What follows belongs to an exercise in optimizing a design on an open flow for small area and a short achievable clock period; a production flow would make more cautious choices.
In this exercise RTL edits were held to simulation tests only and were not proved equivalent to the original.
Power figures rest on the tool's default switching activity, not on a simulated workload.

Design Microprocessor, start of the top module:
module Microprocessor(
    input        clk_in,
    input        clr,
    input  [7:0] instruction,
    output [7:0] counter2,
    output [6:0] seg1,
    output [6:0] seg2,
    output [6:0] seg3,
    output [6:0] seg4,
    output [6:0] seg5,
    output [6:0] seg6
    );
Size in the first run: roughly 1,600 cells after synthesis, about 60 I/O pins.
clock: 9.0 ns
lec_check: 0
cap_margin: 0
core_margin: 2
core_utilization: 60
setup_slack_margin: 2.5
slew_margin: 0
standard.sh (not shown) runs the stock make flow with config.mk's settings and CLKGATE_MAP_FILE= SYNTH_SCRIPT=/design/flow/synth_recipe.tcl, a recipe that flattens the netlist after the stock synthesis.
==> flow/flow/run.sh <==
#!/bin/bash
# Layout flow: the standard synthesis, then the combinational logic is
# re-mapped by ABC (flip-flops untouched: same instances, names and cells),
# then the standard layout from floorplan to finish.
set -euo pipefail
W=$(pwd)
R=$W/orfs/results/sky130hd/Microprocessor/base
LIB=$FLOW_HOME/platforms/sky130hd/lib/sky130_fd_sc_hd__tt_025C_1v80.lib
EXTRA=()
[[ -f flow/make_args.txt ]] && mapfile -t EXTRA < flow/make_args.txt

bash standard.sh "${EXTRA[@]}" synth > synth_std.log 2>&1

# combinational cell models from the liberty file
python3 flow/gen_cells.py $LIB > comb_cells.v

DU=""
for c in $(sed -n '/DONT_USE_CELLS += /,/^#/p' $FLOW_HOME/platforms/sky130hd/config.mk | grep -o 'sky130_fd_sc_hd__[a-z0-9_]*'); do
  DU="$DU -dont_use $c"
done

cp $R/1_2_yosys.v $R/1_2_yosys_std.v
cat > resynth.ys <<EOY
read_verilog comb_cells.v
read_liberty -lib -ignore_redef $LIB
read_verilog $R/1_2_yosys_std.v
hierarchy -top $FLOW_TOP
flatten
hierarchy -top $FLOW_TOP
read_liberty -lib -ignore_redef $LIB
opt -purge
techmap
opt -fast
abc -script $W/flow/resyn.abc $(cat flow/abc_args.txt 2>/dev/null || true) -liberty $LIB $DU
opt_clean -purge
hilomap -singleton -hicell sky130_fd_sc_hd__conb_1 HI -locell sky130_fd_sc_hd__conb_1 LO
splitnets
opt_clean -purge
insbuf -buf sky130_fd_sc_hd__buf_4 A X
check -assert -mapped
tee -o resynth_stat.txt stat -liberty $LIB
write_verilog -noattr -noexpr -nohex -nodec $W/resynth_out.v
EOY
yosys -s resynth.ys > resynth.log 2>&1
cp $W/resynth_out.v $R/1_2_yosys.v
rm -f $R/1_synth.odb $R/1_synth.sdc

bash standard.sh "${EXTRA[@]}" finish > layout.log 2>&1
==> flow/flow/abc_args.txt <==
-D 9000
==> flow/flow/make_args.txt <==
ADDER_MAP_FILE=
BUFFER_PORTS_ARGS=-buffer_cell sky130_fd_sc_hd__buf_1
CTS_ARGS=-sink_clustering_enable -repair_clock_nets -dont_use_dummy_load -buf_list sky130_fd_sc_hd__clkbuf_16 -sink_clustering_size 30 -sink_clustering_max_diameter 80
==> flow/flow/resyn.abc <==
strash
&get -n
&st
&syn2
&dch
&nf -R 1000
&put
Other scripts of this flow, unchanged in this note and not shown: flow/flow/gen_cells.py
Rerun with:
==> flow/flow/resyn.abc (replaced) <==
strash
&get -n
&st
&syn2
&dch
&nf
&put
topo
stime -c
buffer -c
upsize -c
dnsize -c
The changed run produced a clean layout.
Cell area came out higher by 5.2%.
Via count came out higher by 6.2%.
Routed wire length came out higher by 12%.
Cell count came out higher by 3.6%.
Utilization came out lower by 2.8 points.
Die area came out higher by 7.7%.
Power came out higher by 7.1%.
Worst setup slack is better by 180 ps.
Rerun with:
==> flow/flow/make_args.txt (replaced) <==
ADDER_MAP_FILE=
BUFFER_PORTS_ARGS=-buffer_cell sky130_fd_sc_hd__buf_1
--- a/flow/config.mk
+++ b/flow/config.mk
@@ -10,3 +10,6 @@
 export CORE_UTILIZATION = 60
-export SETUP_SLACK_MARGIN = 2.5
+export CTS_BUF_LIST = sky130_fd_sc_hd__clkbuf_16
+export CTS_CLUSTER_DIAMETER = 60
+export CTS_CLUSTER_SIZE = 24
+export SETUP_SLACK_MARGIN = 1.5
 export SLEW_MARGIN = 0
Effect:
- maximum frequency goes down by about 1.8%
- wire length drops by about 2.4%
- clock-buffer cell count is higher by 14
Rerun with:
==> flow/flow/abc_args.txt (replaced) <==
==> flow/flow/make_args.txt (replaced) <==
ADDER_MAP_FILE=
BUFFER_PORTS_ARGS=-buffer_cell sky130_fd_sc_hd__buf_1
CTS_ARGS=-sink_clustering_enable -repair_clock_nets -dont_use_dummy_load -buf_list sky130_fd_sc_hd__clkbuf_16 -sink_clustering_size 26 -sink_clustering_max_diameter 70
==> flow/flow/resyn.abc (replaced) <==
strash
&get -n
&st
&syn2
&dch
&nf -R 1000
&put
--- a/flow/config.mk
+++ b/flow/config.mk
@@ -10,6 +10,4 @@
 export CORE_UTILIZATION = 60
-export CTS_BUF_LIST = sky130_fd_sc_hd__clkbuf_16
-export CTS_CLUSTER_DIAMETER = 60
-export CTS_CLUSTER_SIZE = 24
-export SETUP_SLACK_MARGIN = 1.5
+export SETUP_SLACK_MARGIN = 3.5
 export SLEW_MARGIN = 0
+export TNS_END_PERCENT = 10
The changed run passed the timing, design-rule and antenna checks.
Cell area went down by 5.5%.
Wire length goes down by 9.1%.
Power went down by 11%.
Critical path depth grows by 5.
Global-route usage falls by 0.30 points.
Sequential power fell by about 3%.
Clock power fell by 41%.
Utilization grows by 2.3 points.
Worst hold slack barely changes.
Synthesized cell count shrinks by 8.7%.
Synthesized area goes down by 7.3%.
Rerun with:
==> flow/flow/resyn.abc (replaced) <==
strash
&get -n
&st
&syn2
&dch
&put
dch
map -D 2000
--- a/flow/config.mk
+++ b/flow/config.mk
@@ -10,4 +10,3 @@
 export CORE_UTILIZATION = 60
-export SETUP_SLACK_MARGIN = 3.5
+export SETUP_SLACK_MARGIN = 2.5
 export SLEW_MARGIN = 0
-export TNS_END_PERCENT = 10
Result:
- The changed run ran to the end with no violations
- clock power is higher by about 2%
- die area increases by 3.7%
- area after synthesis increases by 3.8%
- sequential share of layout area came out lower by 4.7 points
- clock-buffer cell count does not change
- maximum frequency went up by 4.8%
- design area grows by 12%
- clock skew is about the same
Rerun with:
==> flow/flow/resyn.abc (replaced) <==
strash
&get -n
&st
&syn2
&dch
&put
dch
map -D 2000
topo
stime -c
buffer -c
upsize -c
dnsize -c
=> With this change the flow ran to the end with violations: capacitance limit, slew limit; setup slack improved by 430 ps; via count drops by 1.3%; sequential power is about the same; first-iteration DRC count came out lower by 11%; routed wire length goes down by 3.9%; fmax climbs by 6.2%.


Another version of the RTL of Microprocessor (not shown whole).
// Microprocessor
module Microprocessor(
    input        clk_in,
    input        clr,
    input  [7:0] instruction,
    output [7:0] counter2,
    output [6:0] seg1,
    output [6:0] seg2,
    output [6:0] seg3,
    output [6:0] seg4,
    output [6:0] seg5,
    output [6:0] seg6
    );
  wire [1:0] op = instruction[7:6];
  wire [1:0] rs = instruction[5:4];
  wire [1:0] rt = instruction[3:2];
  wire [1:0] fi = instruction[1:0];
  wire [7:0] imm = {{6{fi[1]}}, fi};
  wire op_add  = (op == 2'b00);
  wire op_load = (op == 2'b01);
  wire op_st   = (op == 2'b10);
  wire op_br   = (op == 2'b11);
  reg [7:0] pc;
  reg [7:0] r0, r1, r2, r3;
  reg [7:0] mem [0:31];
  reg [7:0] ra, rb;
  always @(*) begin
    case (rs)
      2'd0: ra = r0;
      2'd1: ra = r1;
      2'd2: ra = r2;
      default: ra = r3;
    endcase
    case (rt)
      2'd0: rb = r0;
      2'd1: rb = r1;
      2'd2: rb = r2;
      default: rb = r3;
    endcase
  end
  wire [7:0] la  = ra + imm;
  wire [7:0] sum = ra + rb;
  wire [7:0] alu = op[0] ^ op[1] ? la : sum;
  wire [2:0] lo  = {1'b0, ra[1:0]} + {1'b0, fi};
  wire       c0  = lo[2];
  wire       cp1 = c0 & ~fi[1];
  wire       cz  = ~(c0 ^ fi[1]);
  wire       cm1 = ~c0 & fi[1];
  function [9:0] qdec(input [7:0] r);
    integer j;
    begin
      qdec[0] = (r[7:2] == 6'h3f);
      for (j = 0; j <= 8; j = j + 1)
  ...
Settings: LEC_CHECK=0, CAP_MARGIN=10, CORE_MARGIN=2, CORE_UTILIZATION=60, SETUP_SLACK_MARGIN=2.5, SLEW_MARGIN=10, TNS_END_PERCENT=10; clock period 9.0 ns.
==> flow/flow/abc_args.txt <==
==> flow/flow/gen_cells.py <==
# Writes a Verilog model of every combinational cell of a liberty file (its
# output functions as assigns), so yosys can re-map the combinational logic.
import re, sys
t = open(sys.argv[1]).read()
def block(s, start):
    d = 1; i = start
    while d:
        c = s[i]
        if c == '{': d += 1
        elif c == '}': d -= 1
        i += 1
    return s[start:i]
def conv(f):
    f = f.replace('!', '~')
    f = re.sub(r'(\w)\s+(?=[\w(~])', r'\1&', f)
    f = re.sub(r'\)\s+(?=[\w(~])', r')&', f)
    return f.replace('*', '&').replace('+', '|')
out = []
for m in re.finditer(r'\n\s*cell\s*\(\s*"?(\w+)"?\s*\)\s*\{', t):
    body = block(t, m.end())
    if re.search(r'\b(ff|latch|statetable)\s*\(', body):
        continue
    pins = []
    for pm in re.finditer(r'\n\s*pin\s*\(\s*"?(\w+)"?\s*\)\s*\{', body):
        pb = block(body, pm.end())
        dm = re.search(r'direction\s*:\s*"?(\w+)', pb)
        fm = re.search(r'\bfunction\s*:\s*"([^"]*)"', pb)
        pins.append((pm.group(1), dm.group(1) if dm else None, fm.group(1) if fm else None))
    outs = [p for p in pins if p[1] == 'output']
    ins = [p for p in pins if p[1] == 'input']
    if not outs or any(o[2] is None for o in outs):
        continue
    decl = ', '.join(['input ' + p[0] for p in ins] + ['output ' + p[0] for p in outs])
    s = 'module %s(%s);\n' % (m.group(1), decl)
    for o in outs:
        s += '  assign %s = %s;\n' % (o[0], conv(o[2]))
    out.append(s + 'endmodule\n')
sys.stdout.write(''.join(out))
==> flow/flow/make_args.txt <==
ADDER_MAP_FILE=
BUFFER_PORTS_ARGS=-buffer_cell sky130_fd_sc_hd__buf_1
CTS_ARGS=-sink_clustering_enable -repair_clock_nets -dont_use_dummy_load -buf_list sky130_fd_sc_hd__clkbuf_16 -sink_clustering_size 26 -sink_clustering_max_diameter 70
==> flow/flow/resyn.abc <==
strash
&get -n
&st
&syn2
&dch
&nf -R 1000
&put
Scripts as last shown in full above: flow/flow/run.sh
The first run produced a clean layout.
Change:
Settings changed: CAP_MARGIN 10 to 0, SETUP_SLACK_MARGIN 2.5 to 3.5, SLEW_MARGIN 10 to 0.
What happened: Synthesized area is unchanged. Final cell count increases by 1.2%. Sequential power hardly moves. Synthesized cell count stays the same. Fmax decreases by 2.1%. Global-route usage increases by 0.71 points.
Change:
==> flow/flow/abc_args.txt (replaced) <==
 -dont_use sky130_fd_sc_hd__or3_1 -dont_use sky130_fd_sc_hd__or3_2 -dont_use sky130_fd_sc_hd__or3_4 -dont_use sky130_fd_sc_hd__or4_1 -dont_use sky130_fd_sc_hd__or4_2 -dont_use sky130_fd_sc_hd__or4_4 -dont_use sky130_fd_sc_hd__nor4_1 -dont_use sky130_fd_sc_hd__nor4_2 -dont_use sky130_fd_sc_hd__nor4_4 -dont_use sky130_fd_sc_hd__mux4_1 -dont_use sky130_fd_sc_hd__mux4_2 -dont_use sky130_fd_sc_hd__mux4_4 -dont_use sky130_fd_sc_hd__or2_0 -dont_use sky130_fd_sc_hd__or3b_1 -dont_use sky130_fd_sc_hd__or3b_2 -dont_use sky130_fd_sc_hd__or3b_4 -dont_use sky130_fd_sc_hd__or4b_1 -dont_use sky130_fd_sc_hd__or4b_2 -dont_use sky130_fd_sc_hd__or4b_4 -dont_use sky130_fd_sc_hd__or4bb_1 -dont_use sky130_fd_sc_hd__or4bb_2 -dont_use sky130_fd_sc_hd__or4bb_4
Settings changed: SETUP_SLACK_MARGIN 3.5 to 2.5.
The new run ran to the end with no violations.
Power is lower by a little under a tenth.
Maximum frequency went up by a few percent.
Die area grows slightly.
Via count rises by a few percent.
Final cell count grows by a few percent.
Setup slack gains 270 ps.
Change:
==> flow/flow/abc_args.txt (replaced) <==
--- a/flow/flow/make_args.txt
+++ b/flow/flow/make_args.txt
@@ -3,0 +4 @@
+RECOVER_POWER=100
What happened: The changed run produced a layout that fails on max-capacitance violations, max-slew violations. Critical path depth shrinks by 2. Power climbs by 5.9%. Fmax goes down by 10%. Area after synthesis falls by 0.45%. Cell area drops by 6.0%. Worst hold slack stays flat.

## what the ideal ports hide
In the flow no input, the clock included, has a driving cell. The finished layouts below were timed again as built, in two steps. Step 1: set_driving_cell puts a clkbuf_16 on clk_in and a buf_2 on each other input, an assumption about the parent block. Step 2, shift: input delay + t, output delay - t, t = (earliest + latest rising clock arrival at the registers) / 2. This alone moves slack from input paths to output paths. Slacks: ideal / step 1 / step 2; pairs: ideal / step 1.
run	t (ns)	setup slack, ns	hold slack, ns	worst setup path at the end	slew at the worst register clock pin (ns)
the first run of note 1	0.547	1.307 / 1.237 / 1.237	0.486 / 0.486 / 0.486	input to output	0.11 / 0.11
the second run of note 1	0.556	1.482 / 1.421 / 1.421	0.489 / 0.489 / 0.489	input to output	0.12 / 0.12
the third run of note 1	0.619	1.343 / 1.276 / 1.276	0.485 / 0.485 / 0.485	input to output	0.09 / 0.09
the fourth run of note 1	0.561	1.356 / 1.286 / 1.286	0.486 / 0.486 / 0.486	input to output	0.10 / 0.10
the fifth run of note 1	0.577	1.703 / 1.671 / 1.671	0.489 / 0.489 / 0.489	input to output	0.10 / 0.10
the sixth run of note 1	0.578	2.130 / 2.067 / 1.603	0.487 / 0.487 / 0.487	input to register	0.10 / 0.10
the first run of note 2	0.562	1.596 / 1.547 / 1.547	0.479 / 0.479 / 0.479	input to output	0.10 / 0.10
the second run of note 2	0.564	1.441 / 1.363 / 1.363	0.481 / 0.481 / 0.481	input to output	0.10 / 0.10
the third run of note 2	0.561	1.707 / 1.627 / 1.627	0.481 / 0.481 / 0.481	input to output	0.10 / 0.10
the fourth run of note 2	0.557	0.886 / 0.863 / 0.863	0.481 / 0.481 / 0.481	input to output	0.10 / 0.10
The setup slack of the sixth run of note 1, which loses most, moves by -0.063 ns with the drivers and by -0.527 ns with both steps.
